What follows belongs to an exercise in optimizing a design on an open flow for small area, a short achievable clock period and few clock cycles per item; a production flow would make more cautious choices. Function was checked by simulation only, so behaviour that the tests miss may differ from the original. No activity file was given, so power comes from the tool's default toggle rates.

==> inputs of violet <==
// tnn_conv
module tnn_conv(
    input               clk,
    input               rst_n,
    input               in_valid,
    output              in_ready,
    input  [1599:0]     feature_in,      
    input  [99:0]       weight_in,       
    input  [31:0]       scaler_in,
    input  [31:0]       bias_in,
    output              out_valid,
    output [31:0]       feature_out
    );
Settings: LEC_CHECK=0, ABC_CLOCK_PERIOD_IN_PS=3300, CAP_MARGIN=20, CORE_AREA=4 4 506 506, CTS_CLUSTER_DIAMETER=80, CTS_CLUSTER_SIZE=25, DIE_AREA=0 0 510 510, SLEW_MARGIN=20, SYNTH_HIERARCHICAL=1, SYNTH_MINIMUM_KEEP_SIZE=0; clock period 8.5 ns.
standard.sh (not shown) runs the stock make flow with config.mk's settings and CLKGATE_MAP_FILE= SYNTH_SCRIPT=/design/flow/synth_recipe.tcl, a recipe that flattens the netlist after the stock synthesis.
==> flow/flow/run.sh <==
#!/bin/bash
# The standard layout (standard synthesis included), with these changes:
#  - port buffers made from the smallest buffer cell (buf_1) instead of the
#    delay-buffer cell buffer_ports picks by default;
#  - more antenna-repair iterations after global and detailed routing.
set -euo pipefail
export BUFFER_PORTS_ARGS="-buffer_cell sky130_fd_sc_hd__buf_1"
export SETUP_SLACK_MARGIN=5.3
export MAX_REPAIR_ANTENNAS_ITER_GRT=10
export MAX_REPAIR_ANTENNAS_ITER_DRT=15
bash standard.sh > standard_flow.log 2>&1
==> inputs of willow, as changes to violet <==
==> flow/flow/run.sh (replaced) <==
#!/bin/bash
set -euo pipefail
export BUFFER_PORTS_ARGS="-buffer_cell sky130_fd_sc_hd__buf_1"
export SETUP_SLACK_MARGIN=5.3
bash standard.sh > standard_flow.log 2>&1
--- a/flow/config.mk
+++ b/flow/config.mk
@@ -8,8 +8,8 @@
 export ABC_CLOCK_PERIOD_IN_PS = 3300
 export CAP_MARGIN = 20
 export CORE_AREA = 4 4 506 506
-export CTS_CLUSTER_DIAMETER = 80
-export CTS_CLUSTER_SIZE = 25
+export CTS_CLUSTER_DIAMETER = 70
+export CTS_CLUSTER_SIZE = 20
 export DIE_AREA = 0 0 510 510
 export SLEW_MARGIN = 20
 export SYNTH_HIERARCHICAL = 1
==> comparison table <==
metric                                                                   violet                    willow
Worst endpoint required time                                            9200 ps                   9190 ps
Layout net count                                                          12800                     12800
Final Skew                                                              36.4 ps                   50.3 ps
Detailed-router iteration count before antenna repair                         8                         9
# resized after CTS                                                         419                       407
Clk pwr share                                                             12.2%                     12.8%
Area of the multi-input gates                                         71500 um2                 71500 um2
Outcome                                                 complete, no violations  finished with violations
Violated checks                                                               -             antenna rules
Switching Fraction                                                        48.6%                     48.4%
Worst setup endpoint                                              CLP0.a1_10_22              CLP0.a1_1_15
Final WL                                                                 668 mm                    669 mm
Power density relative to cell area                                  416 nW/um2                419 nW/um2
Leakage dissipation                                                     48.2 nW                   48.4 nW
Proportion of layout cells with a drive suffix above 1                    9.11%                     9.23%
Total design power                                                      48.1 mW                   48.6 mW
Min cycle time layout                                                   3380 ps                   3350 ps
Slew at the pin closest to its max-slew limit                           1250 ps                   1300 ps
Worst-case register-to-register setup slack                             5260 ps                   5280 ps
GR Util All Layers                                                        50.4%                     50.5%
Vias post-DR                                                              77500                     78900
Maximum cell stage delay along the critical path                         830 ps                    570 ps
Wire length of the first global-routing pass                             836 mm                    837 mm
IR Drop Worst-Case VDD                                                 0.232 mV                  0.234 mV
Testbench counts of violet, summed over its fixed seeds: cycles 6,624, items 6,400.
Testbench counts of willow, summed over its fixed seeds: cycles 6,624, items 6,400.

========
==> inputs of wip/cedar <==
Starting RTL as in the previous note.
Settings: LEC_CHECK=0, ABC_CLOCK_PERIOD_IN_PS=3300, CAP_MARGIN=20, CORE_AREA=4 4 506 506, CTS_CLUSTER_DIAMETER=70, CTS_CLUSTER_SIZE=20, DIE_AREA=0 0 510 510, SLEW_MARGIN=20, SYNTH_HIERARCHICAL=1, SYNTH_MINIMUM_KEEP_SIZE=0; clock period 8.5 ns.
==> flow/flow/run.sh <==
#!/bin/bash
# The standard layout (standard synthesis included), with these changes:
#  - port buffers made from the smallest buffer cell (buf_1) instead of the
#    delay-buffer cell buffer_ports picks by default;
#  - more antenna-repair iterations after global and detailed routing.
set -euo pipefail
export BUFFER_PORTS_ARGS="-buffer_cell sky130_fd_sc_hd__buf_1"
export SETUP_SLACK_MARGIN=5.3
export MAX_REPAIR_ANTENNAS_ITER_GRT=10
export MAX_REPAIR_ANTENNAS_ITER_DRT=15
bash standard.sh > standard_flow.log 2>&1
==> wip/pepper (differences from wip/cedar) <==
--- a/flow/flow/run.sh
+++ b/flow/flow/run.sh
@@ -5,7 +5,7 @@
 #  - more antenna-repair iterations after global and detailed routing.
 set -euo pipefail
 export BUFFER_PORTS_ARGS="-buffer_cell sky130_fd_sc_hd__buf_1"
-export SETUP_SLACK_MARGIN=5.3
+export SETUP_SLACK_MARGIN=5.2
 export MAX_REPAIR_ANTENNAS_ITER_GRT=10
 export MAX_REPAIR_ANTENNAS_ITER_DRT=15
 bash standard.sh > standard_flow.log 2>&1
==> qor summary <==
Internal power: wip/cedar 25.0 mW; wip/pepper 24.8 mW
Total power divided by cell area: wip/cedar 419 nW/um^2; wip/pepper 417 nW/um^2
Number of nets in the final layout: wip/cedar 12800; wip/pepper 12800
Post-DP Area: wip/cedar 109000 sq um; wip/pepper 109000 sq um
Switching power as a share of total power: wip/cedar 0.484; wip/pepper 0.480
Fraction of area in multi-input gates: wip/cedar 0.616; wip/pepper 0.616
GR met1 Demand/Resource: wip/cedar 0.611; wip/pepper 0.566
Final cycle utilization of the critical path: wip/cedar 0.394; wip/pepper 0.408
Relative contribution of combinational cells to total power: wip/cedar 0.605; wip/pepper 0.608
Number of detailed-routing iterations run before antenna repair: wip/cedar 9; wip/pepper 12
Endpoint of the most critical setup path: wip/cedar CLP0.a1_1_15; wip/pepper CLP0.a1_15_21
Share of cells above drive strength 1: wip/cedar 0.0923; wip/pepper 0.0766
Buffer count excluding the clock tree in the final layout: wip/cedar 1898; wip/pepper 1877
Number of fill cells in the layout: wip/cedar 23100; wip/pepper 23400
Run status: wip/cedar no timing/DRC/antenna violations; wip/pepper no timing/DRC/antenna violations
Clock-pin transition on the worst setup and hold timing paths: wip/cedar 0.09 ns; wip/pepper 0.08 ns
Post-detailed-routing wire length: wip/cedar 669000 um; wip/pepper 653000 um
Net Switching: wip/cedar 23.5 mW; wip/pepper 22.9 mW
Arrival time worst endpoint: wip/cedar 4.04 ns; wip/pepper 4.15 ns
Launch point of the worst path: wip/cedar weight_in[38]; wip/pepper weight_in[60]
Post-cts repair resize count: wip/cedar 407; wip/pepper 233
Peak per-stage delay on the critical path: wip/cedar 0.57 ns; wip/pepper 0.63 ns
Crit Reg-Reg Startpoint: wip/cedar CLP0.acc_q[21]; wip/pepper CLP0.acc_q[9]
Testbench counts of wip/cedar, summed over its fixed seeds: cycles 6,624, items 6,400.
Testbench counts of wip/pepper, summed over its fixed seeds: cycles 6,624, items 6,400.

========
==> run a: inputs <==
tnn_conv, a different RTL version from the one above (not shown whole).
Design tnn_conv, start of the top module:
module tnn_conv(
    input               clk,
    input               rst_n,
    input               in_valid,
    output              in_ready,
    input  [1599:0]     feature_in,      
    input  [99:0]       weight_in,       
    input  [31:0]       scaler_in,
    input  [31:0]       bias_in,
    output              out_valid,
    output [31:0]       feature_out
    );
localparam LATENCY = 6;
reg [LATENCY - 1 : 0] valid_pipe;
always@(posedge clk or negedge rst_n)
    if(!rst_n)
        valid_pipe <= 0;
    else
        valid_pipe <= {valid_pipe[LATENCY - 2 : 0], in_valid};
assign in_ready  = 1'b1;
assign out_valid = valid_pipe[LATENCY - 1];
CLP CLP0(
        .clk(clk),
        .feature_in(feature_in),
        .weight_in(weight_in),
        .weight_scaler(scaler_in),
        .bias_in(bias_in),
        .feature_out(feature_out)
    );
endmodule
make LEC_CHECK=0 ABC_CLOCK_PERIOD_IN_PS=3300 CAP_MARGIN=20 CORE_AREA='4 4 506 506' DIE_AREA='0 0 510 510' SETUP_SLACK_MARGIN=5 SLEW_MARGIN=20 SYNTH_HIERARCHICAL=1 SYNTH_MINIMUM_KEEP_SIZE=0 finish   # period 8.5 ns
run.sh (not shown) runs the stock make flow with config.mk's settings and CLKGATE_MAP_FILE= SYNTH_SCRIPT=/design/flow/synth_recipe.tcl, a recipe that flattens the netlist after the stock synthesis.
Stock flow here: none of the scripts above is used.
==> run b: changes against run a <==
==> flow/flow/run.sh (new file) <==
#!/bin/bash
# The standard layout, with the port buffers made from the smallest buffer
# cell (buf_1) instead of the delay-buffer cell buffer_ports picks by default.
# Synthesis is the standard one (standard.sh synth runs as part of finish).
set -euo pipefail
export BUFFER_PORTS_ARGS="-buffer_cell sky130_fd_sc_hd__buf_1"
bash standard.sh > standard_flow.log 2>&1
==> flow/standard.sh (new file) <==
#!/bin/bash
# synth_recipe.tcl (not shown) runs the flow's synth.tcl, then flattens the netlist and writes it again
# the make line also repeats each setting of config.mk as NAME=value (left out here)
make -C /OpenROAD-flow-scripts/flow DESIGN_CONFIG=/design/flow/config.mk WORK_HOME=/design/flow/orfs CLKGATE_MAP_FILE= SYNTH_SCRIPT=/design/flow/synth_recipe.tcl "${@:-finish}"
--- a/flow/config.mk
+++ b/flow/config.mk
@@ -8,6 +8,6 @@
 export ABC_CLOCK_PERIOD_IN_PS = 3300
 export CAP_MARGIN = 20
-export CORE_AREA = 4 4 506 506
-export DIE_AREA = 0 0 510 510
+export CORE_MARGIN = 2
+export CORE_UTILIZATION = 40
 export SETUP_SLACK_MARGIN = 5
 export SLEW_MARGIN = 20
removed: flow/run.sh
==> run c: changes against run a <==
==> flow/flow/run.sh (new file) <==
#!/bin/bash
# The standard layout, with the port buffers made from the smallest buffer
# cell (buf_1) instead of the delay-buffer cell buffer_ports picks by default.
# Synthesis is the standard one (standard.sh synth runs as part of finish).
set -euo pipefail
export BUFFER_PORTS_ARGS="-buffer_cell sky130_fd_sc_hd__buf_1"
bash standard.sh > standard_flow.log 2>&1
==> flow/standard.sh (new file) <==
#!/bin/bash
# synth_recipe.tcl (not shown) runs the flow's synth.tcl, then flattens the netlist and writes it again
# the make line also repeats each setting of config.mk as NAME=value (left out here)
make -C /OpenROAD-flow-scripts/flow DESIGN_CONFIG=/design/flow/config.mk WORK_HOME=/design/flow/orfs CLKGATE_MAP_FILE= SYNTH_SCRIPT=/design/flow/synth_recipe.tcl "${@:-finish}"
removed: flow/run.sh
==> notes <==
- Run c produced a clean layout. Run b aborted during I/O pin placement. Run a completed without violations.
- Of run a and run c, run a has the higher design area (gap 17%, measured against run c).
- Critical path depth: run a is higher than run c (1).
- In run c the setup slack is worse than in run a, by 0.033 ns.
- Between run c and run a, the lower total power is in run c (gap about 4%, measured against run a).
- Against run c, the register-to-register slack of run a is worse by 0.07 ns.
- In run a the core utilization is higher than in run c, by 7.9 points.
- Between run c and run a, the lower maximum frequency is in run c (gap 0.86%, measured against run a).
Testbench counts of run a, summed over its fixed seeds: cycles 6,592, items 6,400.
Testbench counts of run b, summed over its fixed seeds: cycles 6,592, items 6,400.
Testbench counts of run c, summed over its fixed seeds: cycles 6,592, items 6,400.

static timing again, ports no longer ideal:
Ports are ideal in the flow. The routed layouts listed here were re-timed in OpenROAD. Step 1 (the two cells are an assumption about what drives the block):
set clk [get_ports {clk}]
set_driving_cell -lib_cell sky130_fd_sc_hd__clkbuf_16 $clk
set_driving_cell -lib_cell sky130_fd_sc_hd__buf_2 [delete_from_list [all_inputs] $clk]
Step 2, shift: input delay + t, output delay - t, t = (earliest + latest rising clock arrival at the registers) / 2. This alone moves slack from input paths to output paths. a / b / c = ideal / step 1 / step 2; a / b = the first two.
run | shift t [ns] | setup WS [ns] | hold WS [ns] | latest minus earliest clock arrival (ns)
violet | 0.929 | 5.120 / 5.062 / 4.133 | 0.339 / 0.339 / 0.339 | 0.044 / 0.044
willow | 0.940 | 5.152 / 5.090 / 4.150 | 0.337 / 0.337 / 0.337 | 0.056 / 0.056
wip/cedar | 0.940 | 5.152 / 5.090 / 4.150 | 0.337 / 0.337 / 0.337 | 0.056 / 0.056
wip/pepper | 0.921 | 5.035 / 4.998 / 4.076 | 0.342 / 0.342 / 0.342 | 0.065 / 0.065
run a | 0.926 | 4.731 / 4.562 / 3.636 | 0.357 / 0.357 / 0.357 | 0.064 / 0.064
run c | 0.945 | 4.698 / 4.788 / 3.843 | 0.357 / 0.357 / 0.357 | 0.054 / 0.054
The setup slack of run a, which loses most, moves by -0.169 ns with the drivers and by -1.095 ns with both steps.
